Source: an optimization exercise on an open RTL-to-GDS flow (aim: small area, a short achievable clock period and few clock cycles). Production flows keep margins and buffers that such runs may drop. RTL that was checked went through simulation tests only; none was proved equivalent to the original. Function not checked in runs 2 and 3: the RTL went through the layout flow alone. No activity file was given, so power comes from the tool's default toggle rates.

### flow/config.mk
export PLATFORM = sky130hd
export DESIGN_NAME = divider1
export DESIGN_NICKNAME = divider1
export VERILOG_FILES = /design/flow/design.v
export SDC_FILE = /design/flow/constraint.sdc
export NUM_CORES = 8
export LEC_CHECK = 0
export CAP_MARGIN = 20
export CORE_MARGIN = 2
export CORE_UTILIZATION = 40
export SLEW_MARGIN = 20
export SYNTH_HIERARCHICAL = 1
### flow/constraint.sdc
create_clock -name core_clock -period 32.0 [get_ports {clk}]
set_input_delay 6.4000 -clock core_clock [delete_from_list [all_inputs] [get_ports {clk}]]
set_output_delay 6.4000 -clock core_clock [all_outputs]
set_load 0.01 [all_outputs]
### flow/design.v
module D_FF (q, d, reset, clk);
	output logic q;
	input logic d, reset, clk;
	always_ff @(posedge clk)
		if (reset)
			q <= 0;  
		else
			q <= d;  
endmodule
module FF_en(q, d, en, reset, clk);
	output q;
	input d, en, reset, clk;
	wire dat;
	D_FF ff(.q, .d(dat), .reset, .clk);
	NAND_MUX_2x1 muxs(.out(dat), .select(en), .invSelect(~en), .in({d, q}));
endmodule
module NAND_MUX_2x1(out, select, invSelect, in);
	output out;
	input select, invSelect;
	input [1:0] in;
	wire one, zero;
	nand oneNand(one, select, in[1]);
	nand zeroNand(zero, invSelect, in[0]);
	nand sumNand(out, one, zero);
endmodule
module NAND_MUX_4x1(out, select, invSelect, in);
	output out;
	input [1:0] select, invSelect;
	input [3:0] in;
	wire three, two, one, zero;
	nand zeroNand(zero, in[0], invSelect[1], invSelect[0]);
	nand oneNand(one, in[1], invSelect[1], select[0]);
	nand twoNand(two, in[2], select[1], invSelect[0]);
	nand threeNand(three, in[3], select[1], select[0]);
	nand sumNand(out, three, two, one, zero);
endmodule
module adderC65 (val1, val2, Cin, valOut);
	input logic [64:0] val1, val2;
	input logic Cin;
	output logic [64:0] valOut; 
	logic [64:0] cinToCout;
	genvar i;
	generate
		for(i=0; i<64; i++) begin : eachAdder
			full_adder adder(.S(valOut[i+1]), .Cout(cinToCout[i+1]), .A(val1[i+1]), .B(val2[i+1]), .Cin(cinToCout[i]));
		end
	endgenerate
	full_adder startAdder(.S(valOut[0]), .Cout(cinToCout[0]), .A(val1[0]), .B(val2[0]), .Cin);
endmodule
module divider1(quotient, valid_out, divisor, dividend, valid_in, rst, clk);
  output [63:0] quotient;
  output valid_out;
  input [63:0] divisor, dividend;
  input valid_in, rst, clk;
  localparam int K  = 3;                     
  localparam int DW = 67 + K;                
  localparam int JW = 5;                     
  logic          busy;
  logic          first;   
  logic          vo;
  logic [63:0]   rr;      
  logic [DW-1:0] rd;      
  logic          sbn;     
  logic [63:0]   rq;      
  logic          neg;     
  logic [JW-1:0] cnt;     
  assign valid_out = vo | quick;
  div_neg u_neg(.q(rq), .neg(neg), .y(quotient));
  function automatic logic [6:0] msb(input logic [63:0] x);
    logic [63:0] v; logic [5:0] p [64];
    for (int i = 0; i < 64; i++) begin v[i] = x[i]; p[i] = 6'(i); end
    for (int l = 0; l < 6; l++) begin
      for (int i = 0; i < (32 >> l); i++) begin
        p[i] = v[2*i+1] ? p[2*i+1] : p[2*i];
        v[i] = v[2*i+1] | v[2*i];
      end
    end
    msb = {v[0], p[0]};
  endfunction
  wire        sa = dividend[63];
  wire        sb = divisor[63];
  wire [63:0] ma = sa ? (64'd0 - dividend) : dividend;
  wire [6:0]  ta = msb({1'b0, dividend[62:0] ^ dividend[63:1]});
  wire [6:0]  tb = msb({1'b0, divisor[62:0] ^ divisor[63:1]});
  wire [7:0]  ia = ta[6] ? {2'b0, ta[5:0]} : 8'hff;
  wire [7:0]  nib = tb[6] ? ~{2'b0, tb[5:0]} : 8'h00;    
  wire [7:0]  t  = ia + nib + {7'd0, sa};
  wire        bz = (divisor == 64'd0);
  wire        az = (dividend == 64'd0);
  logic [7:0]   tr;          
  logic         azr, bzr;    
  wire        zq = azr | (tr[7] & (tr != 8'hff));     
  wire        quick = first & (zq | bzr);              
  function automatic logic [JW-1:0] ncyc(input logic [6:0] x);   
    ncyc = '0;
    for (int i = 0; i < 128; i++) if (x == 7'(i)) ncyc = JW'((((i + 1) % 128) + 1) / K);
  endfunction
  wire [JW-1:0] j0 = ncyc(tr[6:0]);
  logic [DW-1:0] dsh;
  always_comb begin
    dsh = rd;
    for (int k = 0; k < JW; k++) if (first & j0[k]) dsh = dsh << (K << k);
  end
  wire [DW-1:0] deff = dsh ^ {DW{first & sbn}};
  function automatic logic [64:0] addc(input logic [DW-1:0] a, input logic [DW-1:0] b, input logic cin);
    logic [DW:0] g, p, G, P;
    g = {a & b, cin};
    p = {a ^ b, 1'b0};
    G = g; P = p;
    for (int l = 0; (1 << l) < DW + 1; l++) begin
      logic [DW:0] G2, P2;
      G2 = G; P2 = P;
      for (int i = 0; i < DW + 1; i++) begin
        if ((i >> l) & 1) begin
          G2[i] = G[i] | (P[i] & G[((i >> l) << l) - 1]);
          P2[i] = P[i] & P[((i >> l) << l) - 1];
        end
      end
      G = G2; P = P2;
    end
    addc[64] = G[DW];
    for (int i = 0; i < 64; i++) addc[i] = p[i+1] ^ G[i];
  endfunction
  logic [63:0]   rnext;
  logic [K-1:0]  qb;
  always_comb begin
    logic [63:0]   r;
    logic [64:0]   t;
    r = rr;
    for (int j = 0; j < K; j++) begin
      if (j == 0) t = addc({{(DW-64){1'b0}}, r}, ~rd, ~sbn);
      else        t = addc({{(DW-64){1'b0}}, r}, ~(deff >> j), ~sbn);
      qb[K-1-j] = t[64] & ~(j == 0 && first);
      if (qb[K-1-j]) r = t[63:0];
    end
    rnext = r;
  end
  wire last = ((first ? j0 : cnt) == '0);
  always_ff @(posedge clk) begin
    if (rst) begin
      busy  <= 1'b0;
      first <= 1'b0;
      vo    <= 1'b0;
    end else if (!busy) begin
      busy  <= valid_in;
      first <= valid_in;
      vo    <= 1'b0;
    end else begin
      busy  <= ~last & ~quick;
      first <= 1'b0;
      vo    <= last & ~quick;
    end
  end
  always_ff @(posedge clk) begin
    if (!busy) begin
      rr    <= ma;
      rd    <= {{(DW-64){sb}}, divisor} << (K - 1);
      tr    <= t;
      azr   <= az;
      bzr   <= bz;
      sbn   <= sb;
      rq    <= {63'd0, bz};
      neg   <= bz ? ~sa : (sa ^ sb);
    end else begin
      rr    <= rnext;
      rd    <= deff >> K;
      cnt   <= (first ? j0 : cnt) - 1'b1;
      rq    <= {rq[63-K:0], qb};
    end
  end
endmodule
module div_neg(input [63:0] q, input neg, output [63:0] y);
  assign y = neg ? (64'd0 - q) : q;
endmodule
module full_adder(S, Cout, A, B, Cin);
	output S, Cout;
	input A, B, Cin;
	wire AB, AC, BC;
	xor sum(S, A, B, Cin);
	nand ab(AB, A, B);
	nand ac(AC, A, Cin);
	nand bc(BC, B, Cin);
	nand abc(Cout, AB, AC, BC);
endmodule
module mux_2x1_X65(outs, select, invSelect, ins);
	output [64:0] outs;
	input select, invSelect;
	input [1:0][64:0] ins;
		NAND_MUX_2x1 m7(.out(outs[7]), .select, .invSelect, .in({ins[1][7], ins[0][7]}));
	NAND_MUX_2x1 m6(.out(outs[6]), .select, .invSelect, .in({ins[1][6], ins[0][6]}));
	NAND_MUX_2x1 m5(.out(outs[5]), .select, .invSelect, .in({ins[1][5], ins[0][5]}));
	NAND_MUX_2x1 m4(.out(outs[4]), .select, .invSelect, .in({ins[1][4], ins[0][4]}));
	NAND_MUX_2x1 m3(.out(outs[3]), .select, .invSelect, .in({ins[1][3], ins[0][3]}));
	NAND_MUX_2x1 m2(.out(outs[2]), .select, .invSelect, .in({ins[1][2], ins[0][2]}));
	NAND_MUX_2x1 m1(.out(outs[1]), .select, .invSelect, .in({ins[1][1], ins[0][1]}));
	NAND_MUX_2x1 m0(.out(outs[0]), .select, .invSelect, .in({ins[1][0], ins[0][0]}));
		NAND_MUX_2x1 m15(.out(outs[15]), .select, .invSelect, .in({ins[1][15], ins[0][15]}));
	NAND_MUX_2x1 m14(.out(outs[14]), .select, .invSelect, .in({ins[1][14], ins[0][14]}));
	NAND_MUX_2x1 m13(.out(outs[13]), .select, .invSelect, .in({ins[1][13], ins[0][13]}));
	NAND_MUX_2x1 m12(.out(outs[12]), .select, .invSelect, .in({ins[1][12], ins[0][12]}));
	NAND_MUX_2x1 m11(.out(outs[11]), .select, .invSelect, .in({ins[1][11], ins[0][11]}));
	NAND_MUX_2x1 m10(.out(outs[10]), .select, .invSelect, .in({ins[1][10], ins[0][10]}));
	NAND_MUX_2x1 m9(.out(outs[9]), .select, .invSelect, .in({ins[1][9], ins[0][9]}));
	NAND_MUX_2x1 m8(.out(outs[8]), .select, .invSelect, .in({ins[1][8], ins[0][8]}));
		NAND_MUX_2x1 m23(.out(outs[23]), .select, .invSelect, .in({ins[1][23], ins[0][23]}));
	NAND_MUX_2x1 m22(.out(outs[22]), .select, .invSelect, .in({ins[1][22], ins[0][22]}));
	NAND_MUX_2x1 m21(.out(outs[21]), .select, .invSelect, .in({ins[1][21], ins[0][21]}));
	NAND_MUX_2x1 m20(.out(outs[20]), .select, .invSelect, .in({ins[1][20], ins[0][20]}));
	NAND_MUX_2x1 m19(.out(outs[19]), .select, .invSelect, .in({ins[1][19], ins[0][19]}));
	NAND_MUX_2x1 m18(.out(outs[18]), .select, .invSelect, .in({ins[1][18], ins[0][18]}));
	NAND_MUX_2x1 m17(.out(outs[17]), .select, .invSelect, .in({ins[1][17], ins[0][17]}));
	NAND_MUX_2x1 m16(.out(outs[16]), .select, .invSelect, .in({ins[1][16], ins[0][16]}));
		NAND_MUX_2x1 m31(.out(outs[31]), .select, .invSelect, .in({ins[1][31], ins[0][31]}));
	NAND_MUX_2x1 m30(.out(outs[30]), .select, .invSelect, .in({ins[1][30], ins[0][30]}));
	NAND_MUX_2x1 m29(.out(outs[29]), .select, .invSelect, .in({ins[1][29], ins[0][29]}));
	NAND_MUX_2x1 m28(.out(outs[28]), .select, .invSelect, .in({ins[1][28], ins[0][28]}));
	NAND_MUX_2x1 m27(.out(outs[27]), .select, .invSelect, .in({ins[1][27], ins[0][27]}));
	NAND_MUX_2x1 m26(.out(outs[26]), .select, .invSelect, .in({ins[1][26], ins[0][26]}));
	NAND_MUX_2x1 m25(.out(outs[25]), .select, .invSelect, .in({ins[1][25], ins[0][25]}));
	NAND_MUX_2x1 m24(.out(outs[24]), .select, .invSelect, .in({ins[1][24], ins[0][24]}));
		NAND_MUX_2x1 m39(.out(outs[39]), .select, .invSelect, .in({ins[1][39], ins[0][39]}));
	NAND_MUX_2x1 m38(.out(outs[38]), .select, .invSelect, .in({ins[1][38], ins[0][38]}));
	NAND_MUX_2x1 m37(.out(outs[37]), .select, .invSelect, .in({ins[1][37], ins[0][37]}));
	NAND_MUX_2x1 m36(.out(outs[36]), .select, .invSelect, .in({ins[1][36], ins[0][36]}));
	NAND_MUX_2x1 m35(.out(outs[35]), .select, .invSelect, .in({ins[1][35], ins[0][35]}));
	NAND_MUX_2x1 m34(.out(outs[34]), .select, .invSelect, .in({ins[1][34], ins[0][34]}));
	NAND_MUX_2x1 m33(.out(outs[33]), .select, .invSelect, .in({ins[1][33], ins[0][33]}));
	NAND_MUX_2x1 m32(.out(outs[32]), .select, .invSelect, .in({ins[1][32], ins[0][32]}));
		NAND_MUX_2x1 m47(.out(outs[47]), .select, .invSelect, .in({ins[1][47], ins[0][47]}));
	NAND_MUX_2x1 m46(.out(outs[46]), .select, .invSelect, .in({ins[1][46], ins[0][46]}));
	NAND_MUX_2x1 m45(.out(outs[45]), .select, .invSelect, .in({ins[1][45], ins[0][45]}));
	NAND_MUX_2x1 m44(.out(outs[44]), .select, .invSelect, .in({ins[1][44], ins[0][44]}));
	NAND_MUX_2x1 m43(.out(outs[43]), .select, .invSelect, .in({ins[1][43], ins[0][43]}));
	NAND_MUX_2x1 m42(.out(outs[42]), .select, .invSelect, .in({ins[1][42], ins[0][42]}));
	NAND_MUX_2x1 m41(.out(outs[41]), .select, .invSelect, .in({ins[1][41], ins[0][41]}));
	NAND_MUX_2x1 m40(.out(outs[40]), .select, .invSelect, .in({ins[1][40], ins[0][40]}));
		NAND_MUX_2x1 m55(.out(outs[55]), .select, .invSelect, .in({ins[1][55], ins[0][55]}));
	NAND_MUX_2x1 m54(.out(outs[54]), .select, .invSelect, .in({ins[1][54], ins[0][54]}));
	NAND_MUX_2x1 m53(.out(outs[53]), .select, .invSelect, .in({ins[1][53], ins[0][53]}));
	NAND_MUX_2x1 m52(.out(outs[52]), .select, .invSelect, .in({ins[1][52], ins[0][52]}));
	NAND_MUX_2x1 m51(.out(outs[51]), .select, .invSelect, .in({ins[1][51], ins[0][51]}));
	NAND_MUX_2x1 m50(.out(outs[50]), .select, .invSelect, .in({ins[1][50], ins[0][50]}));
	NAND_MUX_2x1 m49(.out(outs[49]), .select, .invSelect, .in({ins[1][49], ins[0][49]}));
	NAND_MUX_2x1 m48(.out(outs[48]), .select, .invSelect, .in({ins[1][48], ins[0][48]}));
		NAND_MUX_2x1 m63(.out(outs[63]), .select, .invSelect, .in({ins[1][63], ins[0][63]}));
	NAND_MUX_2x1 m62(.out(outs[62]), .select, .invSelect, .in({ins[1][62], ins[0][62]}));
	NAND_MUX_2x1 m61(.out(outs[61]), .select, .invSelect, .in({ins[1][61], ins[0][61]}));
	NAND_MUX_2x1 m60(.out(outs[60]), .select, .invSelect, .in({ins[1][60], ins[0][60]}));
	NAND_MUX_2x1 m59(.out(outs[59]), .select, .invSelect, .in({ins[1][59], ins[0][59]}));
	NAND_MUX_2x1 m58(.out(outs[58]), .select, .invSelect, .in({ins[1][58], ins[0][58]}));
	NAND_MUX_2x1 m57(.out(outs[57]), .select, .invSelect, .in({ins[1][57], ins[0][57]}));
	NAND_MUX_2x1 m56(.out(outs[56]), .select, .invSelect, .in({ins[1][56], ins[0][56]}));
		NAND_MUX_2x1 m64(.out(outs[64]), .select, .invSelect, .in({ins[1][64], ins[0][64]}));
endmodule
module mux_4x1_X65(outs, select, invSelect, ins);
	output [64:0] outs;
	input [1:0] select, invSelect;
	input [3:0][64:0] ins;
		NAND_MUX_4x1 m7(.out(outs[7]), .select, .invSelect, .in({ins[3][7], ins[2][7], ins[1][7], ins[0][7]}));
	NAND_MUX_4x1 m6(.out(outs[6]), .select, .invSelect, .in({ins[3][6], ins[2][6], ins[1][6], ins[0][6]}));
	NAND_MUX_4x1 m5(.out(outs[5]), .select, .invSelect, .in({ins[3][5], ins[2][5], ins[1][5], ins[0][5]}));
	NAND_MUX_4x1 m4(.out(outs[4]), .select, .invSelect, .in({ins[3][4], ins[2][4], ins[1][4], ins[0][4]}));
	NAND_MUX_4x1 m3(.out(outs[3]), .select, .invSelect, .in({ins[3][3], ins[2][3], ins[1][3], ins[0][3]}));
	NAND_MUX_4x1 m2(.out(outs[2]), .select, .invSelect, .in({ins[3][2], ins[2][2], ins[1][2], ins[0][2]}));
	NAND_MUX_4x1 m1(.out(outs[1]), .select, .invSelect, .in({ins[3][1], ins[2][1], ins[1][1], ins[0][1]}));
	NAND_MUX_4x1 m0(.out(outs[0]), .select, .invSelect, .in({ins[3][0], ins[2][0], ins[1][0], ins[0][0]}));
		NAND_MUX_4x1 m15(.out(outs[15]), .select, .invSelect, .in({ins[3][15], ins[2][15], ins[1][7], ins[0][15]}));
	NAND_MUX_4x1 m14(.out(outs[14]), .select, .invSelect, .in({ins[3][14], ins[2][14], ins[1][7], ins[0][14]}));
	NAND_MUX_4x1 m13(.out(outs[13]), .select, .invSelect, .in({ins[3][13], ins[2][13], ins[1][7], ins[0][13]}));
	NAND_MUX_4x1 m12(.out(outs[12]), .select, .invSelect, .in({ins[3][12], ins[2][12], ins[1][7], ins[0][12]}));
	NAND_MUX_4x1 m11(.out(outs[11]), .select, .invSelect, .in({ins[3][11], ins[2][11], ins[1][7], ins[0][11]}));
	NAND_MUX_4x1 m10(.out(outs[10]), .select, .invSelect, .in({ins[3][10], ins[2][10], ins[1][7], ins[0][10]}));
	NAND_MUX_4x1 m9(.out(outs[9]), .select, .invSelect, .in({ins[3][9], ins[2][9], ins[1][7], ins[0][9]}));
	NAND_MUX_4x1 m8(.out(outs[8]), .select, .invSelect, .in({ins[3][8], ins[2][8], ins[1][7], ins[0][8]}));
		NAND_MUX_4x1 m23(.out(outs[23]), .select, .invSelect, .in({ins[3][23], ins[2][23], ins[1][23], ins[0][23]}));
	NAND_MUX_4x1 m22(.out(outs[22]), .select, .invSelect, .in({ins[3][22], ins[2][22], ins[1][22], ins[0][22]}));
	NAND_MUX_4x1 m21(.out(outs[21]), .select, .invSelect, .in({ins[3][21], ins[2][21], ins[1][21], ins[0][21]}));
	NAND_MUX_4x1 m20(.out(outs[20]), .select, .invSelect, .in({ins[3][20], ins[2][20], ins[1][20], ins[0][20]}));
	NAND_MUX_4x1 m19(.out(outs[19]), .select, .invSelect, .in({ins[3][19], ins[2][19], ins[1][19], ins[0][19]}));
	NAND_MUX_4x1 m18(.out(outs[18]), .select, .invSelect, .in({ins[3][18], ins[2][18], ins[1][18], ins[0][18]}));
	NAND_MUX_4x1 m17(.out(outs[17]), .select, .invSelect, .in({ins[3][17], ins[2][17], ins[1][17], ins[0][17]}));
	NAND_MUX_4x1 m16(.out(outs[16]), .select, .invSelect, .in({ins[3][16], ins[2][16], ins[1][16], ins[0][16]}));
		NAND_MUX_4x1 m31(.out(outs[31]), .select, .invSelect, .in({ins[3][31], ins[2][31], ins[1][31], ins[0][31]}));
	NAND_MUX_4x1 m30(.out(outs[30]), .select, .invSelect, .in({ins[3][30], ins[2][30], ins[1][30], ins[0][30]}));
	NAND_MUX_4x1 m29(.out(outs[29]), .select, .invSelect, .in({ins[3][29], ins[2][29], ins[1][29], ins[0][29]}));
	NAND_MUX_4x1 m28(.out(outs[28]), .select, .invSelect, .in({ins[3][28], ins[2][28], ins[1][28], ins[0][28]}));
	NAND_MUX_4x1 m27(.out(outs[27]), .select, .invSelect, .in({ins[3][27], ins[2][27], ins[1][27], ins[0][27]}));
	NAND_MUX_4x1 m26(.out(outs[26]), .select, .invSelect, .in({ins[3][26], ins[2][26], ins[1][26], ins[0][26]}));
	NAND_MUX_4x1 m25(.out(outs[25]), .select, .invSelect, .in({ins[3][25], ins[2][25], ins[1][25], ins[0][25]}));
	NAND_MUX_4x1 m24(.out(outs[24]), .select, .invSelect, .in({ins[3][24], ins[2][24], ins[1][24], ins[0][24]}));
		NAND_MUX_4x1 m39(.out(outs[39]), .select, .invSelect, .in({ins[3][39], ins[2][39], ins[1][39], ins[0][39]}));
	NAND_MUX_4x1 m38(.out(outs[38]), .select, .invSelect, .in({ins[3][38], ins[2][38], ins[1][38], ins[0][38]}));
	NAND_MUX_4x1 m37(.out(outs[37]), .select, .invSelect, .in({ins[3][37], ins[2][37], ins[1][37], ins[0][37]}));
	NAND_MUX_4x1 m36(.out(outs[36]), .select, .invSelect, .in({ins[3][36], ins[2][36], ins[1][36], ins[0][36]}));
	NAND_MUX_4x1 m35(.out(outs[35]), .select, .invSelect, .in({ins[3][35], ins[2][35], ins[1][35], ins[0][35]}));
	NAND_MUX_4x1 m34(.out(outs[34]), .select, .invSelect, .in({ins[3][34], ins[2][34], ins[1][34], ins[0][34]}));
	NAND_MUX_4x1 m33(.out(outs[33]), .select, .invSelect, .in({ins[3][33], ins[2][33], ins[1][33], ins[0][33]}));
	NAND_MUX_4x1 m32(.out(outs[32]), .select, .invSelect, .in({ins[3][32], ins[2][32], ins[1][32], ins[0][32]}));
		NAND_MUX_4x1 m47(.out(outs[47]), .select, .invSelect, .in({ins[3][47], ins[2][47], ins[1][47], ins[0][47]}));
	NAND_MUX_4x1 m46(.out(outs[46]), .select, .invSelect, .in({ins[3][46], ins[2][46], ins[1][46], ins[0][46]}));
	NAND_MUX_4x1 m45(.out(outs[45]), .select, .invSelect, .in({ins[3][45], ins[2][45], ins[1][45], ins[0][45]}));
	NAND_MUX_4x1 m44(.out(outs[44]), .select, .invSelect, .in({ins[3][44], ins[2][44], ins[1][44], ins[0][44]}));
	NAND_MUX_4x1 m43(.out(outs[43]), .select, .invSelect, .in({ins[3][43], ins[2][43], ins[1][43], ins[0][43]}));
	NAND_MUX_4x1 m42(.out(outs[42]), .select, .invSelect, .in({ins[3][42], ins[2][42], ins[1][42], ins[0][42]}));
	NAND_MUX_4x1 m41(.out(outs[41]), .select, .invSelect, .in({ins[3][41], ins[2][41], ins[1][41], ins[0][41]}));
	NAND_MUX_4x1 m40(.out(outs[40]), .select, .invSelect, .in({ins[3][40], ins[2][40], ins[1][40], ins[0][40]}));
		NAND_MUX_4x1 m55(.out(outs[55]), .select, .invSelect, .in({ins[3][55], ins[2][55], ins[1][55], ins[0][55]}));
	NAND_MUX_4x1 m54(.out(outs[54]), .select, .invSelect, .in({ins[3][54], ins[2][54], ins[1][54], ins[0][54]}));
	NAND_MUX_4x1 m53(.out(outs[53]), .select, .invSelect, .in({ins[3][53], ins[2][53], ins[1][53], ins[0][53]}));
	NAND_MUX_4x1 m52(.out(outs[52]), .select, .invSelect, .in({ins[3][52], ins[2][52], ins[1][52], ins[0][52]}));
	NAND_MUX_4x1 m51(.out(outs[51]), .select, .invSelect, .in({ins[3][51], ins[2][51], ins[1][51], ins[0][51]}));
	NAND_MUX_4x1 m50(.out(outs[50]), .select, .invSelect, .in({ins[3][50], ins[2][50], ins[1][50], ins[0][50]}));
	NAND_MUX_4x1 m49(.out(outs[49]), .select, .invSelect, .in({ins[3][49], ins[2][49], ins[1][49], ins[0][49]}));
	NAND_MUX_4x1 m48(.out(outs[48]), .select, .invSelect, .in({ins[3][48], ins[2][48], ins[1][48], ins[0][48]}));
		NAND_MUX_4x1 m63(.out(outs[63]), .select, .invSelect, .in({ins[3][63], ins[2][63], ins[1][63], ins[0][63]}));
	NAND_MUX_4x1 m62(.out(outs[62]), .select, .invSelect, .in({ins[3][62], ins[2][62], ins[1][62], ins[0][62]}));
	NAND_MUX_4x1 m61(.out(outs[61]), .select, .invSelect, .in({ins[3][61], ins[2][61], ins[1][61], ins[0][61]}));
	NAND_MUX_4x1 m60(.out(outs[60]), .select, .invSelect, .in({ins[3][60], ins[2][60], ins[1][60], ins[0][60]}));
	NAND_MUX_4x1 m59(.out(outs[59]), .select, .invSelect, .in({ins[3][59], ins[2][59], ins[1][59], ins[0][59]}));
	NAND_MUX_4x1 m58(.out(outs[58]), .select, .invSelect, .in({ins[3][58], ins[2][58], ins[1][58], ins[0][58]}));
	NAND_MUX_4x1 m57(.out(outs[57]), .select, .invSelect, .in({ins[3][57], ins[2][57], ins[1][57], ins[0][57]}));
	NAND_MUX_4x1 m56(.out(outs[56]), .select, .invSelect, .in({ins[3][56], ins[2][56], ins[1][56], ins[0][56]}));
		NAND_MUX_4x1 m64(.out(outs[64]), .select, .invSelect, .in({ins[3][64], ins[2][64], ins[1][64], ins[0][64]}));
endmodule
module norifier(outs, ins1, ins0);
	output [63:0] outs;
	input [63:0] ins1, ins0;
		nor oa7(outs[7], ins1[7], ins0[7]);
	nor oa6(outs[6], ins1[6], ins0[6]);
	nor oa5(outs[5], ins1[5], ins0[5]);
	nor oa4(outs[4], ins1[4], ins0[4]);
	nor oa3(outs[3], ins1[3], ins0[3]);
	nor oa2(outs[2], ins1[2], ins0[2]);
	nor oa1(outs[1], ins1[1], ins0[1]);
	nor oa0(outs[0], ins1[0], ins0[0]);
		nor oa15(outs[15], ins1[15], ins0[15]);
	nor oa14(outs[14], ins1[14], ins0[14]);
	nor oa13(outs[13], ins1[13], ins0[13]);
	nor oa12(outs[12], ins1[12], ins0[12]);
	nor oa11(outs[11], ins1[11], ins0[11]);
	nor oa10(outs[10], ins1[10], ins0[10]);
	nor oa9(outs[9], ins1[9], ins0[9]);
	nor oa8(outs[8], ins1[8], ins0[8]);
		nor oa23(outs[23], ins1[23], ins0[23]);
	nor oa22(outs[22], ins1[22], ins0[22]);
	nor oa21(outs[21], ins1[21], ins0[21]);
	nor oa20(outs[20], ins1[20], ins0[20]);
	nor oa19(outs[19], ins1[19], ins0[19]);
	nor oa18(outs[18], ins1[18], ins0[18]);
	nor oa17(outs[17], ins1[17], ins0[17]);
	nor oa16(outs[16], ins1[16], ins0[16]);
		nor oa31(outs[31], ins1[31], ins0[31]);
	nor oa30(outs[30], ins1[30], ins0[30]);
	nor oa29(outs[29], ins1[29], ins0[29]);
	nor oa28(outs[28], ins1[28], ins0[28]);
	nor oa27(outs[27], ins1[27], ins0[27]);
	nor oa26(outs[26], ins1[26], ins0[26]);
	nor oa25(outs[25], ins1[25], ins0[25]);
	nor oa24(outs[24], ins1[24], ins0[24]);
		nor oa39(outs[39], ins1[39], ins0[39]);
	nor oa38(outs[38], ins1[38], ins0[38]);
	nor oa37(outs[37], ins1[37], ins0[37]);
	nor oa36(outs[36], ins1[36], ins0[36]);
	nor oa35(outs[35], ins1[35], ins0[35]);
	nor oa34(outs[34], ins1[34], ins0[34]);
	nor oa33(outs[33], ins1[33], ins0[33]);
	nor oa32(outs[32], ins1[32], ins0[32]);
		nor oa47(outs[47], ins1[47], ins0[47]);
	nor oa46(outs[46], ins1[46], ins0[46]);
	nor oa45(outs[45], ins1[45], ins0[45]);
	nor oa44(outs[44], ins1[44], ins0[44]);
	nor oa43(outs[43], ins1[43], ins0[43]);
	nor oa42(outs[42], ins1[42], ins0[42]);
	nor oa41(outs[41], ins1[41], ins0[41]);
	nor oa40(outs[40], ins1[40], ins0[40]);
		nor oa55(outs[55], ins1[55], ins0[55]);
	nor oa54(outs[54], ins1[54], ins0[54]);
	nor oa53(outs[53], ins1[53], ins0[53]);
	nor oa52(outs[52], ins1[52], ins0[52]);
	nor oa51(outs[51], ins1[51], ins0[51]);
	nor oa50(outs[50], ins1[50], ins0[50]);
	nor oa49(outs[49], ins1[49], ins0[49]);
	nor oa48(outs[48], ins1[48], ins0[48]);
		nor oa63(outs[63], ins1[63], ins0[63]);
	nor oa62(outs[62], ins1[62], ins0[62]);
	nor oa61(outs[61], ins1[61], ins0[61]);
	nor oa60(outs[60], ins1[60], ins0[60]);
	nor oa59(outs[59], ins1[59], ins0[59]);
	nor oa58(outs[58], ins1[58], ins0[58]);
	nor oa57(outs[57], ins1[57], ins0[57]);
	nor oa56(outs[56], ins1[56], ins0[56]);
endmodule
module registerX64(outs, ins, en, rst, clk);
	output [63:0] outs;
	input [63:0] ins;
	input en, rst, clk;
		FF_en r7(.q(outs[7]), .d(ins[7]), .en, .reset(rst), .clk);
	FF_en r6(.q(outs[6]), .d(ins[6]), .en, .reset(rst), .clk);
	FF_en r5(.q(outs[5]), .d(ins[5]), .en, .reset(rst), .clk);
	FF_en r4(.q(outs[4]), .d(ins[4]), .en, .reset(rst), .clk);
	FF_en r3(.q(outs[3]), .d(ins[3]), .en, .reset(rst), .clk);
	FF_en r2(.q(outs[2]), .d(ins[2]), .en, .reset(rst), .clk);
	FF_en r1(.q(outs[1]), .d(ins[1]), .en, .reset(rst), .clk);
	FF_en r0(.q(outs[0]), .d(ins[0]), .en, .reset(rst), .clk);
		FF_en r15(.q(outs[15]), .d(ins[15]), .en, .reset(rst), .clk);
	FF_en r14(.q(outs[14]), .d(ins[14]), .en, .reset(rst), .clk);
	FF_en r13(.q(outs[13]), .d(ins[13]), .en, .reset(rst), .clk);
	FF_en r12(.q(outs[12]), .d(ins[12]), .en, .reset(rst), .clk);
	FF_en r11(.q(outs[11]), .d(ins[11]), .en, .reset(rst), .clk);
	FF_en r10(.q(outs[10]), .d(ins[10]), .en, .reset(rst), .clk);
	FF_en r9(.q(outs[9]), .d(ins[9]), .en, .reset(rst), .clk);
	FF_en r8(.q(outs[8]), .d(ins[8]), .en, .reset(rst), .clk);
		FF_en r23(.q(outs[23]), .d(ins[23]), .en, .reset(rst), .clk);
	FF_en r22(.q(outs[22]), .d(ins[22]), .en, .reset(rst), .clk);
	FF_en r21(.q(outs[21]), .d(ins[21]), .en, .reset(rst), .clk);
	FF_en r20(.q(outs[20]), .d(ins[20]), .en, .reset(rst), .clk);
	FF_en r19(.q(outs[19]), .d(ins[19]), .en, .reset(rst), .clk);
	FF_en r18(.q(outs[18]), .d(ins[18]), .en, .reset(rst), .clk);
	FF_en r17(.q(outs[17]), .d(ins[17]), .en, .reset(rst), .clk);
	FF_en r16(.q(outs[16]), .d(ins[16]), .en, .reset(rst), .clk);
		FF_en r31(.q(outs[31]), .d(ins[31]), .en, .reset(rst), .clk);
	FF_en r30(.q(outs[30]), .d(ins[30]), .en, .reset(rst), .clk);
	FF_en r29(.q(outs[29]), .d(ins[29]), .en, .reset(rst), .clk);
	FF_en r28(.q(outs[28]), .d(ins[28]), .en, .reset(rst), .clk);
	FF_en r27(.q(outs[27]), .d(ins[27]), .en, .reset(rst), .clk);
	FF_en r26(.q(outs[26]), .d(ins[26]), .en, .reset(rst), .clk);
	FF_en r25(.q(outs[25]), .d(ins[25]), .en, .reset(rst), .clk);
	FF_en r24(.q(outs[24]), .d(ins[24]), .en, .reset(rst), .clk);
		FF_en r39(.q(outs[39]), .d(ins[39]), .en, .reset(rst), .clk);
	FF_en r38(.q(outs[38]), .d(ins[38]), .en, .reset(rst), .clk);
	FF_en r37(.q(outs[37]), .d(ins[37]), .en, .reset(rst), .clk);
	FF_en r36(.q(outs[36]), .d(ins[36]), .en, .reset(rst), .clk);
	FF_en r35(.q(outs[35]), .d(ins[35]), .en, .reset(rst), .clk);
	FF_en r34(.q(outs[34]), .d(ins[34]), .en, .reset(rst), .clk);
	FF_en r33(.q(outs[33]), .d(ins[33]), .en, .reset(rst), .clk);
	FF_en r32(.q(outs[32]), .d(ins[32]), .en, .reset(rst), .clk);
		FF_en r47(.q(outs[47]), .d(ins[47]), .en, .reset(rst), .clk);
	FF_en r46(.q(outs[46]), .d(ins[46]), .en, .reset(rst), .clk);
	FF_en r45(.q(outs[45]), .d(ins[45]), .en, .reset(rst), .clk);
	FF_en r44(.q(outs[44]), .d(ins[44]), .en, .reset(rst), .clk);
	FF_en r43(.q(outs[43]), .d(ins[43]), .en, .reset(rst), .clk);
	FF_en r42(.q(outs[42]), .d(ins[42]), .en, .reset(rst), .clk);
	FF_en r41(.q(outs[41]), .d(ins[41]), .en, .reset(rst), .clk);
	FF_en r40(.q(outs[40]), .d(ins[40]), .en, .reset(rst), .clk);
		FF_en r55(.q(outs[55]), .d(ins[55]), .en, .reset(rst), .clk);
	FF_en r54(.q(outs[54]), .d(ins[54]), .en, .reset(rst), .clk);
	FF_en r53(.q(outs[53]), .d(ins[53]), .en, .reset(rst), .clk);
	FF_en r52(.q(outs[52]), .d(ins[52]), .en, .reset(rst), .clk);
	FF_en r51(.q(outs[51]), .d(ins[51]), .en, .reset(rst), .clk);
	FF_en r50(.q(outs[50]), .d(ins[50]), .en, .reset(rst), .clk);
	FF_en r49(.q(outs[49]), .d(ins[49]), .en, .reset(rst), .clk);
	FF_en r48(.q(outs[48]), .d(ins[48]), .en, .reset(rst), .clk);
		FF_en r63(.q(outs[63]), .d(ins[63]), .en, .reset(rst), .clk);
	FF_en r62(.q(outs[62]), .d(ins[62]), .en, .reset(rst), .clk);
	FF_en r61(.q(outs[61]), .d(ins[61]), .en, .reset(rst), .clk);
	FF_en r60(.q(outs[60]), .d(ins[60]), .en, .reset(rst), .clk);
	FF_en r59(.q(outs[59]), .d(ins[59]), .en, .reset(rst), .clk);
	FF_en r58(.q(outs[58]), .d(ins[58]), .en, .reset(rst), .clk);
	FF_en r57(.q(outs[57]), .d(ins[57]), .en, .reset(rst), .clk);
	FF_en r56(.q(outs[56]), .d(ins[56]), .en, .reset(rst), .clk);
endmodule
module registerX65(outs, ins, en, rst, clk);
	output [64:0] outs;
	input [64:0] ins;
	input en, rst, clk;
		FF_en r7(.q(outs[7]), .d(ins[7]), .en, .reset(rst), .clk);
	FF_en r6(.q(outs[6]), .d(ins[6]), .en, .reset(rst), .clk);
	FF_en r5(.q(outs[5]), .d(ins[5]), .en, .reset(rst), .clk);
	FF_en r4(.q(outs[4]), .d(ins[4]), .en, .reset(rst), .clk);
	FF_en r3(.q(outs[3]), .d(ins[3]), .en, .reset(rst), .clk);
	FF_en r2(.q(outs[2]), .d(ins[2]), .en, .reset(rst), .clk);
	FF_en r1(.q(outs[1]), .d(ins[1]), .en, .reset(rst), .clk);
	FF_en r0(.q(outs[0]), .d(ins[0]), .en, .reset(rst), .clk);
		FF_en r15(.q(outs[15]), .d(ins[15]), .en, .reset(rst), .clk);
	FF_en r14(.q(outs[14]), .d(ins[14]), .en, .reset(rst), .clk);
	FF_en r13(.q(outs[13]), .d(ins[13]), .en, .reset(rst), .clk);
	FF_en r12(.q(outs[12]), .d(ins[12]), .en, .reset(rst), .clk);
	FF_en r11(.q(outs[11]), .d(ins[11]), .en, .reset(rst), .clk);
	FF_en r10(.q(outs[10]), .d(ins[10]), .en, .reset(rst), .clk);
	FF_en r9(.q(outs[9]), .d(ins[9]), .en, .reset(rst), .clk);
	FF_en r8(.q(outs[8]), .d(ins[8]), .en, .reset(rst), .clk);
		FF_en r23(.q(outs[23]), .d(ins[23]), .en, .reset(rst), .clk);
	FF_en r22(.q(outs[22]), .d(ins[22]), .en, .reset(rst), .clk);
	FF_en r21(.q(outs[21]), .d(ins[21]), .en, .reset(rst), .clk);
	FF_en r20(.q(outs[20]), .d(ins[20]), .en, .reset(rst), .clk);
	FF_en r19(.q(outs[19]), .d(ins[19]), .en, .reset(rst), .clk);
	FF_en r18(.q(outs[18]), .d(ins[18]), .en, .reset(rst), .clk);
	FF_en r17(.q(outs[17]), .d(ins[17]), .en, .reset(rst), .clk);
	FF_en r16(.q(outs[16]), .d(ins[16]), .en, .reset(rst), .clk);
		FF_en r31(.q(outs[31]), .d(ins[31]), .en, .reset(rst), .clk);
	FF_en r30(.q(outs[30]), .d(ins[30]), .en, .reset(rst), .clk);
	FF_en r29(.q(outs[29]), .d(ins[29]), .en, .reset(rst), .clk);
	FF_en r28(.q(outs[28]), .d(ins[28]), .en, .reset(rst), .clk);
	FF_en r27(.q(outs[27]), .d(ins[27]), .en, .reset(rst), .clk);
	FF_en r26(.q(outs[26]), .d(ins[26]), .en, .reset(rst), .clk);
	FF_en r25(.q(outs[25]), .d(ins[25]), .en, .reset(rst), .clk);
	FF_en r24(.q(outs[24]), .d(ins[24]), .en, .reset(rst), .clk);
		FF_en r39(.q(outs[39]), .d(ins[39]), .en, .reset(rst), .clk);
	FF_en r38(.q(outs[38]), .d(ins[38]), .en, .reset(rst), .clk);
	FF_en r37(.q(outs[37]), .d(ins[37]), .en, .reset(rst), .clk);
	FF_en r36(.q(outs[36]), .d(ins[36]), .en, .reset(rst), .clk);
	FF_en r35(.q(outs[35]), .d(ins[35]), .en, .reset(rst), .clk);
	FF_en r34(.q(outs[34]), .d(ins[34]), .en, .reset(rst), .clk);
	FF_en r33(.q(outs[33]), .d(ins[33]), .en, .reset(rst), .clk);
	FF_en r32(.q(outs[32]), .d(ins[32]), .en, .reset(rst), .clk);
		FF_en r47(.q(outs[47]), .d(ins[47]), .en, .reset(rst), .clk);
	FF_en r46(.q(outs[46]), .d(ins[46]), .en, .reset(rst), .clk);
	FF_en r45(.q(outs[45]), .d(ins[45]), .en, .reset(rst), .clk);
	FF_en r44(.q(outs[44]), .d(ins[44]), .en, .reset(rst), .clk);
	FF_en r43(.q(outs[43]), .d(ins[43]), .en, .reset(rst), .clk);
	FF_en r42(.q(outs[42]), .d(ins[42]), .en, .reset(rst), .clk);
	FF_en r41(.q(outs[41]), .d(ins[41]), .en, .reset(rst), .clk);
	FF_en r40(.q(outs[40]), .d(ins[40]), .en, .reset(rst), .clk);
		FF_en r55(.q(outs[55]), .d(ins[55]), .en, .reset(rst), .clk);
	FF_en r54(.q(outs[54]), .d(ins[54]), .en, .reset(rst), .clk);
	FF_en r53(.q(outs[53]), .d(ins[53]), .en, .reset(rst), .clk);
	FF_en r52(.q(outs[52]), .d(ins[52]), .en, .reset(rst), .clk);
	FF_en r51(.q(outs[51]), .d(ins[51]), .en, .reset(rst), .clk);
	FF_en r50(.q(outs[50]), .d(ins[50]), .en, .reset(rst), .clk);
	FF_en r49(.q(outs[49]), .d(ins[49]), .en, .reset(rst), .clk);
	FF_en r48(.q(outs[48]), .d(ins[48]), .en, .reset(rst), .clk);
		FF_en r63(.q(outs[63]), .d(ins[63]), .en, .reset(rst), .clk);
	FF_en r62(.q(outs[62]), .d(ins[62]), .en, .reset(rst), .clk);
	FF_en r61(.q(outs[61]), .d(ins[61]), .en, .reset(rst), .clk);
	FF_en r60(.q(outs[60]), .d(ins[60]), .en, .reset(rst), .clk);
	FF_en r59(.q(outs[59]), .d(ins[59]), .en, .reset(rst), .clk);
	FF_en r58(.q(outs[58]), .d(ins[58]), .en, .reset(rst), .clk);
	FF_en r57(.q(outs[57]), .d(ins[57]), .en, .reset(rst), .clk);
	FF_en r56(.q(outs[56]), .d(ins[56]), .en, .reset(rst), .clk);
		FF_en r64(.q(outs[64]), .d(ins[64]), .en, .reset(rst), .clk);
endmodule
module xnorifier(outs, ins1, ins0);
	output [63:0] outs;
	input [63:0] ins1, ins0;
		xnor  xoa7(outs[7], ins1[7], ins0[7]);
	xnor xoa6(outs[6], ins1[6], ins0[6]);
	xnor xoa5(outs[5], ins1[5], ins0[5]);
	xnor xoa4(outs[4], ins1[4], ins0[4]);
	xnor xoa3(outs[3], ins1[3], ins0[3]);
	xnor xoa2(outs[2], ins1[2], ins0[2]);
	xnor xoa1(outs[1], ins1[1], ins0[1]);
	xnor xoa0(outs[0], ins1[0], ins0[0]);
		xnor xoa15(outs[15], ins1[15], ins0[15]);
	xnor xoa14(outs[14], ins1[14], ins0[14]);
	xnor xoa13(outs[13], ins1[13], ins0[13]);
	xnor xoa12(outs[12], ins1[12], ins0[12]);
	xnor xoa11(outs[11], ins1[11], ins0[11]);
	xnor xoa10(outs[10], ins1[10], ins0[10]);
	xnor xoa9(outs[9], ins1[9], ins0[9]);
	xnor xoa8(outs[8], ins1[8], ins0[8]);
		xnor xoa23(outs[23], ins1[23], ins0[23]);
	xnor xoa22(outs[22], ins1[22], ins0[22]);
	xnor xoa21(outs[21], ins1[21], ins0[21]);
	xnor xoa20(outs[20], ins1[20], ins0[20]);
	xnor xoa19(outs[19], ins1[19], ins0[19]);
	xnor xoa18(outs[18], ins1[18], ins0[18]);
	xnor xoa17(outs[17], ins1[17], ins0[17]);
	xnor xoa16(outs[16], ins1[16], ins0[16]);
		xnor xoa31(outs[31], ins1[31], ins0[31]);
	xnor xoa30(outs[30], ins1[30], ins0[30]);
	xnor xoa29(outs[29], ins1[29], ins0[29]);
	xnor xoa28(outs[28], ins1[28], ins0[28]);
	xnor xoa27(outs[27], ins1[27], ins0[27]);
	xnor xoa26(outs[26], ins1[26], ins0[26]);
	xnor xoa25(outs[25], ins1[25], ins0[25]);
	xnor xoa24(outs[24], ins1[24], ins0[24]);
		xnor xoa39(outs[39], ins1[39], ins0[39]);
	xnor xoa38(outs[38], ins1[38], ins0[38]);
	xnor xoa37(outs[37], ins1[37], ins0[37]);
	xnor xoa36(outs[36], ins1[36], ins0[36]);
	xnor xoa35(outs[35], ins1[35], ins0[35]);
	xnor xoa34(outs[34], ins1[34], ins0[34]);
	xnor xoa33(outs[33], ins1[33], ins0[33]);
	xnor xoa32(outs[32], ins1[32], ins0[32]);
		xnor xoa47(outs[47], ins1[47], ins0[47]);
	xnor xoa46(outs[46], ins1[46], ins0[46]);
	xnor xoa45(outs[45], ins1[45], ins0[45]);
	xnor xoa44(outs[44], ins1[44], ins0[44]);
	xnor xoa43(outs[43], ins1[43], ins0[43]);
	xnor xoa42(outs[42], ins1[42], ins0[42]);
	xnor xoa41(outs[41], ins1[41], ins0[41]);
	xnor xoa40(outs[40], ins1[40], ins0[40]);
		xnor xoa55(outs[55], ins1[55], ins0[55]);
	xnor xoa54(outs[54], ins1[54], ins0[54]);
	xnor xoa53(outs[53], ins1[53], ins0[53]);
	xnor xoa52(outs[52], ins1[52], ins0[52]);
	xnor xoa51(outs[51], ins1[51], ins0[51]);
	xnor xoa50(outs[50], ins1[50], ins0[50]);
	xnor xoa49(outs[49], ins1[49], ins0[49]);
	xnor xoa48(outs[48], ins1[48], ins0[48]);
		xnor xoa63(outs[63], ins1[63], ins0[63]);
	xnor xoa62(outs[62], ins1[62], ins0[62]);
	xnor xoa61(outs[61], ins1[61], ins0[61]);
	xnor xoa60(outs[60], ins1[60], ins0[60]);
	xnor xoa59(outs[59], ins1[59], ins0[59]);
	xnor xoa58(outs[58], ins1[58], ins0[58]);
	xnor xoa57(outs[57], ins1[57], ins0[57]);
	xnor xoa56(outs[56], ins1[56], ins0[56]);
endmodule
### flow/flow/run.sh
#!/bin/bash
# Own flow: the standard layout (standard synthesis, floorplan, placement,
# CTS, routing); only the timing repair is asked to leave a setup margin,
# and port buffers use another buffer cell. Clock and constraints unchanged.
set -e
bash standard.sh SETUP_SLACK_MARGIN=21 "BUFFER_PORTS_ARGS=-buffer_cell sky130_fd_sc_hd__buf_2" finish > standard_finish.log 2>&1
### flow/standard.sh
#!/bin/bash
# synth_recipe.tcl (not shown) runs the flow's synth.tcl, then flattens the netlist and writes it again
# the make line also repeats each setting of config.mk as NAME=value (left out here)
make -C /OpenROAD-flow-scripts/flow DESIGN_CONFIG=/design/flow/config.mk WORK_HOME=/design/flow/orfs CLKGATE_MAP_FILE= SYNTH_SCRIPT=/design/flow/synth_recipe.tcl "${@:-finish}"
==> results.py, run 1 <==
metrics = {
    "yosys": {
        "synthDistinctLibCells": 104,
        "synth_edf_count": 17,
        "syn_area_um2": 27880,
        "syn_area_per_cell_um2": 7.348,
        "synth-main-ff-cell": "dfxtp_1",
        "synth_nets": 4237,
        "ys_warn_count": 9,
        "ys_async_sr_fraction_pct": 0,
        "synth.ff_latch_count": 216,
        "syn_inst": 3795,
        "ys_seq_area_share_pct": 16.12,
    },
    "final_layout": {
        "drive_gt1_share_pct": 13.53,
        "area_growth_pct": 14.99,
        "antenna_cells": 0,
        "mostFrequentLayoutCells": "nand2_1, nor2_1, ha_1",
        "finalNetCount": 4405,
        "final_common_cell": "nand2_1",
        "stdcell_count": 4916,
    },
    "critical_path": {
        "critPathKind": "in2reg",
        "end_kind": "flop",
        "crit_path_max_fanout": 41,
        "critPathLaunchType": "primary input",
        "cp.required_ps": 32360,
        "critPathArrivalTime_ps": 11070,
    },
    "grt": {
        "antenna_found_initial": 1,
        "met1_usage_pct": 41.11,
        "grt_pass1_wl_um": 161500,
        "use_met3_pct": 5.141,
        "gr-total-overflow": 0,
        "grt_use_total_pct": 29.55,
        "grt-busiest-layer": "met2",
        "grt_pass1_vias": 26539,
        "grt_use_met2_pct": 44.37,
        "grt_start_max_net_pins": 177,
    },
    "placement": {
        "placed_cells": 4800,
        "dp_hpwl_um": 84790,
        "io_buffers": 195,
        "place.gp.congestion": 0.9945,
    },
    "timing": {
        "fmax_ghz": 0.09339,
        "rsz0062_at_grt": "false",
        "skew_ps": 37.96,
        "report.final.slew_viol_count": 0,
        "fin_tns_setup_ps": 0,
        "worst_pin_slew_ps": 1138,
        "holdWs_ps": 511.6,
        "fin_crit_sh_pct": 33.46,
        "setup_viol": 0,
        "hold_violations": 0,
        "finalCriticalPeriod_ps": 10710,
        "maxSlewHeadroom_pct": 23.35,
    },
    "cts": {
        "htreeDepth": 1,
        "cts_tree": "built",
        "insertion_delay_ps": 620,
        "holdBufCountCts": 0,
        "cts_buffers": 28,
        "cts.sinks": 216,
        "clockRootBuffer": "clkbuf_16",
        "path_clk_slew_ps": 60,
        "clk_path_buf_depth": 3,
    },
    "drt": {
        "wirelength_um": 111700,
        "firstDrtPassIters": 6,
        "vias": 28775,
        "ant_nets": 0,
        "vias_per_cell": 5.853,
        "drcViolationCount": 0,
        "drtIter0Drc": 2904,
        "wire_per_inst_um": 22.73,
    },
    "pwr": {
        "irDropWorstVdd_uv": 53.52,
        "leakagePower_nw": 14.87,
        "power.density_nw_per_um2": 113.8,
    },
    "flow_run": {
        "drv_cap": 0,
    },
    "floorplanning": {
        "die_area_um2": 71840,
        "core_area_um2": 68830,
        "boundaryPins": 196,
        "die_y_um": 268.0,
        "row_count": 96,
        "start_util_pct": 40.51,
        "dieWidth_um": 268.0,
    },
    "outcome": {
        "status": "timing/DRC/antenna clean",
    },
    "hold_path": {
        "hp-class": "reg2reg",
    },
}
[cell usage after synthesis, types with 7 or more instances]
master	count	share of area, %
a211o_1	8	0.25
a211oi_1	55	1.5
a21o_1	90	2.4
a21oi_1	261	4.7
a22oi_1	11	0.30
a311oi_1	7	0.22
a31oi_1	79	1.8
a32oi_1	7	0.22
and2_1	79	1.8
and3_1	38	0.85
and4_1	9	0.28
buf_1	28	0.38
buf_2	27	0.48
buf_4	7	0.19
clkbuf_1	107	1.4
dfxtp_1	199	14
edfxtp_1	17	1.8
fa_1	18	1.3
ha_1	293	13
inv_1	291	3.9
mux2_2	19	0.77
mux2i_1	117	4.2
nand2_1	388	5.2
nand2b_1	26	0.58
nand3_1	65	1.2
nand4_1	47	1.1
nor2_1	389	5.2
nor2b_1	35	0.79
nor3_1	84	1.5
nor4_1	32	0.72
o211ai_1	27	0.73
o21a_1	33	0.89
o21ai_0	199	3.6
o21ai_1	14	0.25
o21bai_1	42	1.1
o22ai_1	9	0.20
o31ai_1	52	1.4
o41ai_1	13	0.41
o41ai_2	8	0.47
or2_2	16	0.36
or3_1	21	0.47
or4_1	10	0.27
xnor2_1	272	8.5
xor2_1	104	3.3
[Yosys stat by module, one instance, submodules excluded]
module    cells inside  flip-flops and latches  copies in the design
divider1          3586                     216                     1
div_neg            209                       0                     1
[cell families after synthesis]
logic type	Yosys count	synth area share, %
and+or+nand+nor	1279	21.93
AOI/OAI and AO/OA	1012	24.16
buffers and inverters	464	6.515
xor gates and xnor gates	376	11.81
adders and majority gates	311	14.44
DFF	216	16.12
muxes	137	5.021
[final timing paths]
path | from | to | slack, ps | cells past startpoint
worst min register to register | rq[1]$_SDFF_PN0_ | rq[4]$_SDFF_PN0_ | 510 | 1
worst max-delay path | dividend[63] | tr[6]$_DFFE_PN_ | 21290 | 20
worst max register to register | tr[6]$_DFFE_PN_ | rr[61]$_DFF_P_ | 21430 | 46
worst min-delay path | rq[1]$_SDFF_PN0_ | rq[4]$_SDFF_PN0_ | 510 | 1
[where the power goes]
part,switching (mW),internal [mW],leakage [nW]
clock network,0.147,0.219,0.513
logic,1.71,1.16,12.5
registers,0.0780,0.336,1.82
[worst max-delay path, cell delays in order]
cell and delay (ps):
clkbuf_4 450, inv_1 120, ha_1 370, nor3_1 280, nor2b_1 310, nand3_1 290
nand4b_1 450, nor2b_1 330, inv_1 250, o21ai_0 220, buf_4 220, fa_1 190
inv_1 60, fa_1 410, nand2_1 90, nand2_1 50, a21oi_1 230, o21bai_1 90
a21oi_1 170, xnor2_1 80
[routing by layer]
layer	part of all wire [%]	wire length [um]	vias up
met2	42	46850	1314
met4	5.4	5985	0
li1	-	-	13817
met1	43	48520	13368
met5	0	0	-
met3	9.3	10360	276
[layout make-up]
cell class                 count  area (um2)
fill                        7031       36760
clock inverter                18       295.3
clock buffer                  34       753.2
inverter                     293        1101
tap                          931        1165
timing repair buffer         304        2121
multi-input combinational   3120       22120
sequential                   216        4507
[sequential cells by signal (all words and copies together) (netlist names)]
| register | flops |
|---|---|
| bzr | 1 |
| neg | 1 |
| rq | 64 |
| busy | 1 |
| azr | 1 |
| rd | 68 |
| rr | 64 |
| first | 1 |
| sbn | 1 |
| vo | 1 |
| tr | 8 |
| cnt | 5 |
[metrics by stage]
stage	utilization [%]	setup slack (ps)	total power, mW	instance area (um2)
finish	46.59	21290	3.648	32060
CTS	45.58	21050	3.481	31370
floorplan	-	21020	2.375	27890
detailed placement	43.24	18820	3.028	29760
global route	46.59	21000	3.910	32060
global placement	43.24	18980	3.039	29760
[repair_timing]
item	4_1_cts	5_1_grt
cloned	7	8
setup endpoints to repair	65	68
pin swaps	6	13
gates resized for setup	51	71
setup buffers	26	23
Testbench counts, summed over its fixed seeds: cycles 6,098.
==> run 2, diff against run 1 <==
--- a/flow/design.v
+++ b/flow/design.v
@@ -85,8 +85,8 @@
   wire [7:0]  ia = ta[6] ? {2'b0, ta[5:0]} : 8'hff;
   wire [7:0]  nib = tb[6] ? ~{2'b0, tb[5:0]} : 8'h00;    
   wire [7:0]  t  = ia + nib + {7'd0, sa};
-  wire        bz = (divisor == 64'd0);
-  wire        az = (dividend == 64'd0);
+  wire        bz = ~tb[6] & ~sb;
+  wire        az = ~ta[6] & ~sa;
   logic [7:0]   tr;          
   logic         azr, bzr;    
   wire        zq = azr | (tr[7] & (tr != 8'hff));     
--- a/flow/config.mk
+++ b/flow/config.mk
@@ -7,6 +7,6 @@
 export LEC_CHECK = 0
 export CAP_MARGIN = 20
 export CORE_MARGIN = 2
-export CORE_UTILIZATION = 40
+export CORE_UTILIZATION = 55
 export SLEW_MARGIN = 20
 export SYNTH_HIERARCHICAL = 1
==> results.py, run 2 <==
metrics = {
    "critical_path": {
        "r2r_start": "tr[4]$_DFFE_PN_",
        "path_buf_inv": 3,
        "crit_slowest_cell": "o31a_2",
        "critPathKind": "reg2reg",
        "critical_path.max_stage_delay_ps": 550,
        "crit_path_max_fanout": 52,
        "critical_path.top_delay_family": "compound AO/OA/AOI/OAI gates",
        "critPathArrivalTime_ps": 11280,
        "cp.required_ps": 32480,
        "r2r_end": "rr[60]$_DFF_P_",
        "r2r_slack_ps": 21200,
        "reg2reg_depth": 43,
        "end_kind": "flop",
        "critPathLaunchType": "flop",
    },
    "drt": {
        "vias": 31245,
        "vias_per_cell": 6.592,
        "firstDrtPassIters": 6,
        "drcViolationCount": 0,
        "ant_nets": 0,
        "wire_per_inst_um": 24.57,
        "wirelength_um": 116500,
        "drtIter0Drc": 3400,
    },
    "cts": {
        "clockRootBuffer": "clkbuf_16",
        "insertion_delay_ps": 610,
        "clk_path_buf_depth": 3,
        "path_clk_slew_ps": 70,
        "htreeDepth": 1,
        "cts_tree": "built",
        "cts.sinks": 216,
        "cts_buffers": 27,
        "holdBufCountCts": 0,
    },
    "yosys": {
        "synth.ff_latch_count": 216,
        "syn_area_um2": 27910,
        "ys_warn_count": 9,
        "synth_top_area_share_pct": 14.28,
        "syn_area_per_cell_um2": 7.135,
        "synth_edf_count": 17,
        "synth.largest_area_cell": "dfxtp_1",
        "synthDistinctLibCells": 121,
        "syn_inst": 3911,
        "ys_seq_area_share_pct": 16.11,
        "synth.most_common_cell": "nand2_1",
        "synth_area_leaders": "dfxtp_1, ha_1, xnor2_1",
        "synthTopCellsByCount": "nand2_1, nor2_1, a21oi_1",
        "synth-main-ff-cell": "dfxtp_1",
        "ys_async_sr_fraction_pct": 0,
        "synth_nets": 4320,
    },
    "final_layout": {
        "final_common_cell": "nand2_1",
        "largestRegisters": "rd (68), rq (64), rr (64)",
        "regArea_um2": 4511,
        "multiInputGateArea_um2": 22340,
        "largest_reg_flops": 68,
        "drive_gt1_share_pct": 13.47,
        "top_register": "rd",
        "num-fill-cells": 4640,
        "area_growth_pct": 13.11,
        "antenna_cells": 0,
        "finalNetCount": 4456,
        "mostFrequentLayoutCells": "nand2_1, nor2_1, a21oi_1",
    },
    "hold_path": {
        "worstHoldStart": "rq[29]$_SDFF_PN0_",
        "min_delay_path_depth": 1,
        "hp-class": "reg2reg",
        "min_to": "rq[32]$_SDFF_PN0_",
    },
    "grt": {
        "grt_start_max_net_pins": 187,
        "antenna_found_initial": 2,
        "grt_pass1_vias": 28901,
        "grt_pass1_wl_um": 172200,
        "grt_use_total_pct": 42.09,
        "gr-total-overflow": 0,
    },
    "floorplanning": {
        "die_y_um": 229.3,
        "start_util_pct": 55.62,
        "die_area_um2": 52560,
        "dieWidth_um": 229.3,
        "core_area_um2": 50170,
        "row_count": 82,
        "boundaryPins": 196,
    },
    "flow_run": {
        "drv_cap": 0,
    },
    "timing": {
        "report.final.slew_viol_count": 0,
        "hold_violations": 0,
        "setup_viol": 0,
        "holdWs_ps": 505.6,
        "fin_tns_setup_ps": 0,
        "rsz0062_at_grt": "false",
        "finalCriticalPeriod_ps": 10800,
        "maxSlewHeadroom_pct": 19.93,
        "worst_pin_slew_ps": 1185,
        "skew_ps": 32.80,
        "fmax_ghz": 0.09259,
        "fin_crit_sh_pct": 33.75,
    },
    "pwr": {
        "power.density_nw_per_um2": 108.8,
        "p_total_mw": 3.434,
        "leakagePower_nw": 14.30,
        "irDropWorstVdd_uv": 84.60,
    },
    "placement": {
        "place.gp.congestion": 1.070,
        "dp_hpwl_um": 88440,
        "io_buffers": 195,
    },
    "outcome": {
        "status": "timing/DRC/antenna clean",
    },
}
-- run 2: cells by family after synthesis --
logic type,synth area share (%)
simple gates,24.44
compound gates,27.08
buf+inv,5.954
xor+xnor,10.76
fa+ha+maj,12.95
flops,16.11
mux,2.708
-- run 2: worst max-delay path by stage --
| stage | slack [ps] | cells after the start | end | startpoint |
|---|---|---|---|---|
| 3_3_place_gp | 18490 | 46 | rr[62]$_DFF_P_ | tr[5]$_DFFE_PN_ |
| 6_report | 21200 | 43 | rr[60]$_DFF_P_ | tr[4]$_DFFE_PN_ |
| 2_1_floorplan | 21390 | 50 | rr[17]$_DFF_P_ | tr[6]$_DFFE_PN_ |
| 5_1_grt | 20950 | 48 | rr[7]$_DFF_P_ | rd[1]$_SDFF_PN0_ |
| 3_5_place_dp | 18310 | 45 | rr[62]$_DFF_P_ | tr[4]$_DFFE_PN_ |
| 4_1_cts | 21000 | 45 | rr[41]$_DFF_P_ | tr[6]$_DFFE_PN_ |
-- run 2: layout make-up --
| class | count | share of cell area, % |
|---|---|---|
| Multi-Input combinational cell | 3273 | 70.76 |
| Sequential cell | 216 | 14.29 |
| Timing Repair Buffer | 297 | 6.398 |
| Inverter | 232 | 2.771 |
| Tap cell | 672 | 2.664 |
| Clock buffer | 30 | 2.176 |
| Clock inverter | 20 | 0.9434 |
-- run 2: layer usage --
layer  part of all wire (%)  track usage [%]
met5                  0.022                0
met4                    9.3            32.14
met3                    9.9            8.665
met2                     42            64.38
met1                     38            51.90
-- run 2: where the power goes --
part	switching [mW]	internal [mW]	leakage [nW]
registers	0.0731	0.331	1.82
logic	1.63	1.05	12.0
clock network	0.147	0.206	0.472
total	1.85	1.59	14.3
-- run 2: worst register-to-register path, delay by kind of cell (launching register included) --
kind	cells	cell delay [ps]
flip-flops	1	490
multiplexers	1	180
XOR/XNOR	1	500
AND/OR/NAND/NOR	9	2180
AO/OA/AOI/OAI	26	5590
adder cells (fa/ha/maj)	3	970
buffers and inverters	3	770
-- run 2: modules after synthesis (local to each module, per instance) --
| module | area, um2 | cells | copies in the design |
|---|---|---|---|
| divider1 | 26250 | 3702 | 1 |
| div_neg | 1659 | 209 | 1 |
-- run 2: repair_timing --
item                       4_1_cts  5_1_grt
gates resized for setup         72       84
setup endpoints to repair       65       65
pin swaps                       10       20
hold endpoints to repair         0        0
setup buffers                   23       25
gates cloned                     5        3
-- run 2: stage by stage --
step | utilization (%) | instances | setup WS (ps) | instance area [um2]
CTS | 61.74 | 4712 | 21000 | 30980
global route | 62.92 | 4740 | 20950 | 31570
floorplan | - | 3911 | 21390 | 27910
detailed placement | 58.52 | 4634 | 18310 | 29360
finish | 62.92 | 4740 | 21200 | 31570
global placement | 58.52 | 4634 | 18490 | 29360
==> run 3, diff against run 2 <==
--- a/flow/config.mk
+++ b/flow/config.mk
@@ -7,6 +7,7 @@
 export LEC_CHECK = 0
 export CAP_MARGIN = 20
 export CORE_MARGIN = 2
-export CORE_UTILIZATION = 55
+export CORE_UTILIZATION = 40
+export GPL_TIMING_DRIVEN = 1
 export SLEW_MARGIN = 20
 export SYNTH_HIERARCHICAL = 1
==> results.py, run 3 <==
metrics = {
    "hold_path": {
        "min_delay_path_depth": 1,
        "worstHoldStart": "rq[1]$_SDFF_PN0_",
        "min_to": "rq[4]$_SDFF_PN0_",
        "hp-class": "reg2reg",
    },
    "cts": {
        "cts.sinks": 216,
        "cts_buffers": 30,
        "clk_path_buf_depth": 3,
        "insertion_delay_ps": 610,
        "cts_tree": "built",
        "path_clk_slew_ps": 60,
        "clockRootBuffer": "clkbuf_16",
        "htreeDepth": 1,
    },
    "timing": {
        "holdWs_ps": 502.2,
        "report.final.slew_viol_count": 0,
        "fin_crit_sh_pct": 33.75,
        "worst_pin_slew_ps": 1113,
        "hold_violations": 0,
        "finalCriticalPeriod_ps": 10800,
        "fmax_ghz": 0.09260,
        "fin_tns_setup_ps": 0,
        "maxSlewHeadroom_pct": 24.34,
        "setup_viol": 0,
        "finalWorstSetupSlack_ps": 21200,
        "rsz0062_at_grt": "false",
        "skew_ps": 15.58,
    },
    "yosys": {
        "synth.largest_area_cell": "dfxtp_1",
        "syn_area_per_cell_um2": 7.135,
        "synthDistinctLibCells": 121,
        "syn_area_um2": 27910,
        "synth_edf_count": 17,
        "synth.most_common_cell": "nand2_1",
        "syn_inst": 3911,
        "synth.ff_latch_count": 216,
        "synth-main-ff-cell": "dfxtp_1",
        "ys_async_sr_fraction_pct": 0,
        "synth_nets": 4320,
        "synth_top_area_share_pct": 14.28,
        "synth_area_leaders": "dfxtp_1, ha_1, xnor2_1",
        "ys_warn_count": 9,
        "ys_seq_area_share_pct": 16.11,
        "synthTopCellsByCount": "nand2_1, nor2_1, a21oi_1",
    },
    "critical_path": {
        "crit_slowest_cell": "a2111oi_1",
        "reg2reg_depth": 45,
        "critPathArrivalTime_ps": 11320,
        "critical_path.max_stage_delay_ps": 710,
        "critPathKind": "reg2reg",
        "end_kind": "flop",
        "r2r_end": "rr[1]$_DFF_P_",
        "critPathLaunchType": "flop",
        "cp_common_cell": "a21o_1",
        "cp.required_ps": 32520,
        "r2r_slack_ps": 21200,
        "crit_path_max_fanout": 47,
        "r2r_start": "tr[5]$_DFFE_PN_",
    },
    "floorplanning": {
        "boundaryPins": 196,
        "die_y_um": 268.1,
        "row_count": 96,
        "dieWidth_um": 268.1,
        "start_util_pct": 40.55,
        "die_area_um2": 71890,
        "core_area_um2": 68830,
    },
    "placement": {
        "io_buffers": 195,
        "dp_hpwl_um": 87100,
        "place.gp.congestion": 0.9946,
        "dp_slack_ps": 17850,
    },
    "pwr": {
        "power.density_nw_per_um2": 105.4,
        "irDropWorstVdd_uv": 76.50,
        "leakagePower_nw": 14.42,
    },
    "drt": {
        "drtIter0Drc": 3162,
        "vias": 30131,
        "wl_met1_um": 45350,
        "ant_nets": 0,
        "vias_per_cell": 5.974,
        "drcViolationCount": 0,
        "top_layer_used": "met4",
        "wirelength_um": 115000,
        "dr_wl_met2_um": 50720,
        "firstDrtPassIters": 6,
        "wire_per_inst_um": 22.79,
        "dr_wl_met3_um": 9006,
    },
    "grt": {
        "grt_pass1_vias": 27851,
        "grt_use_total_pct": 30.33,
        "grt_pass1_wl_um": 167600,
        "grt_start_max_net_pins": 95,
        "antenna_found_initial": 1,
        "gr-total-overflow": 0,
    },
    "final_layout": {
        "top_register": "rd",
        "area_growth_pct": 15.15,
        "largest_reg_flops": 68,
        "drive_gt1_share_pct": 14.10,
        "num-fill-cells": 7069,
        "final_common_cell": "nand2_1",
        "mostFrequentLayoutCells": "nand2_1, nor2_1, a21oi_1",
        "final_util_pct": 46.69,
        "multiInputGateArea_um2": 22340,
        "largestRegisters": "rd (68), rq (64), rr (64)",
        "finalNetCount": 4498,
        "antenna_cells": 0,
        "regArea_um2": 4511,
    },
    "outcome": {
        "status": "timing/DRC/antenna clean",
    },
    "flow_run": {
        "drv_cap": 0,
    },
}
==> run 3: cell counts after synthesis <==
No cell type changed its count.
==> run 3: worst max-delay path by stage <==
stage / from / end / slack, ps / cells past startpoint
after floorplan: tr[6]$_DFFE_PN_ / rr[17]$_DFF_P_ / 21390 / 50
after global placement: tr[5]$_DFFE_PN_ / rr[17]$_DFF_P_ / 18110 / 46
after detailed placement: tr[5]$_DFFE_PN_ / rr[37]$_DFF_P_ / 17850 / 46
after CTS: rd[1]$_SDFF_PN0_ / rr[3]$_DFF_P_ / 21010 / 45
after global routing: sbn$_DFFE_PN_ / rr[53]$_DFF_P_ / 20870 / 50
final: tr[5]$_DFFE_PN_ / rr[1]$_DFF_P_ / 21200 / 45
==> run 3: where the power goes <==
group | internal (mW) | switching, mW | leakage [nW] | total (mW)
clock network | 0.194 | 0.146 | 0.478 | 0.341
registers | 0.331 | 0.0665 | 1.82 | 0.398
logic | 1.07 | 1.58 | 12.1 | 2.65
total | 1.59 | 1.80 | 14.4 | 3.39
==> run 3: what timing repair did <==
action | CTS | global route
setup endpoints to repair | 65 | 66
gates cloned | 8 | 6
hold buffers | 0 | 0
gates resized for setup | 71 | 73
buffers inserted | 28 | 43
pin swaps | 13 | 34
==> run 3: layer usage <==
metal,vias up,GRT usage (%)
met5,-,0
met1,14089,37.07
li1,14419,-
met4,0,21.97
met2,1310,48.19
met3,313,5.086
==> run 3: layout make-up <==
| class | instances | share of cell area [%] |
|---|---|---|
| inverter | 232 | 2.733 |
| timing repair buffer | 332 | 7.044 |
| clock buffer | 38 | 2.492 |
| clock inverter | 18 | 0.5373 |
| tap | 931 | 3.625 |
| sequential | 216 | 14.04 |
| multi-input combinational | 3277 | 69.53 |
==> run 3: modules after synthesis, one instance, submodules excluded <==
| module | times used | cell area (um2) | cells inside |
|---|---|---|---|
| div_neg | 1 | 1659 | 209 |
| divider1 | 1 | 26250 | 3702 |
==> run 3: logic make-up (layout without fill, tap and decap cells) <==
kind of cell    Yosys count  in the layout  synth area share, %
flops                   216            216                16.11
compound gates         1166           1168                27.08
buf+inv                 424            620                5.954
xor+xnor                342            342                10.76
fa+ha+maj               278            278                12.95
mux                      67             67                2.708
simple gates           1418           1422                24.44
==> run 3: per-stage QoR <==
| stage | cell area, um2 | power, mW | std cells |
|---|---|---|---|
| 2_1_floorplan | 27910 | 2.185 | 3911 |
| 3_3_place_gp | 29740 | 2.821 | 4903 |
| 3_5_place_dp | 29740 | 2.820 | 4903 |
| 4_1_cts | 31350 | 3.233 | 4995 |
| 5_1_grt | 32130 | 3.625 | 5044 |
| 6_report | 32130 | 3.386 | 5044 |
==> run 3: critical path: cells and delay by family (launching register included) <==
family / cells / cell delay, ps
AOI/OAI and AO/OA: 24 / 5290
xor gates and xnor gates: 1 / 520
adders and majority gates: 2 / 600
buffers and inverters: 8 / 1580
DFF: 1 / 450
muxes: 2 / 480
and+or+nand+nor: 8 / 1760

separate check: timing with driven ports:
Ports are ideal in the flow. The routed layouts listed here were re-timed in OpenROAD.
Step 1 sets driving cells, clkbuf_16 on the clock port and buf_2 on the other inputs (assumed; they add their load-dependent delay and slew).
Step 2 times the ports against the registers' clock, not the clock port: input delays grow and output delays shrink by t, the midpoint of the rising clock arrivals with the driver on.
Slacks: no drivers / after step 1 / after step 2; pairs: no drivers / after step 1.
run | t, ns | setup WS [ns]
run 1 | 0.665 | 21.292 / 21.325 / 20.660
run 2 | 0.653 | 21.200 / 21.200 / 20.813
run 3 | 0.671 | 21.200 / 21.200 / 20.854
After both steps every run listed still meets setup and hold.
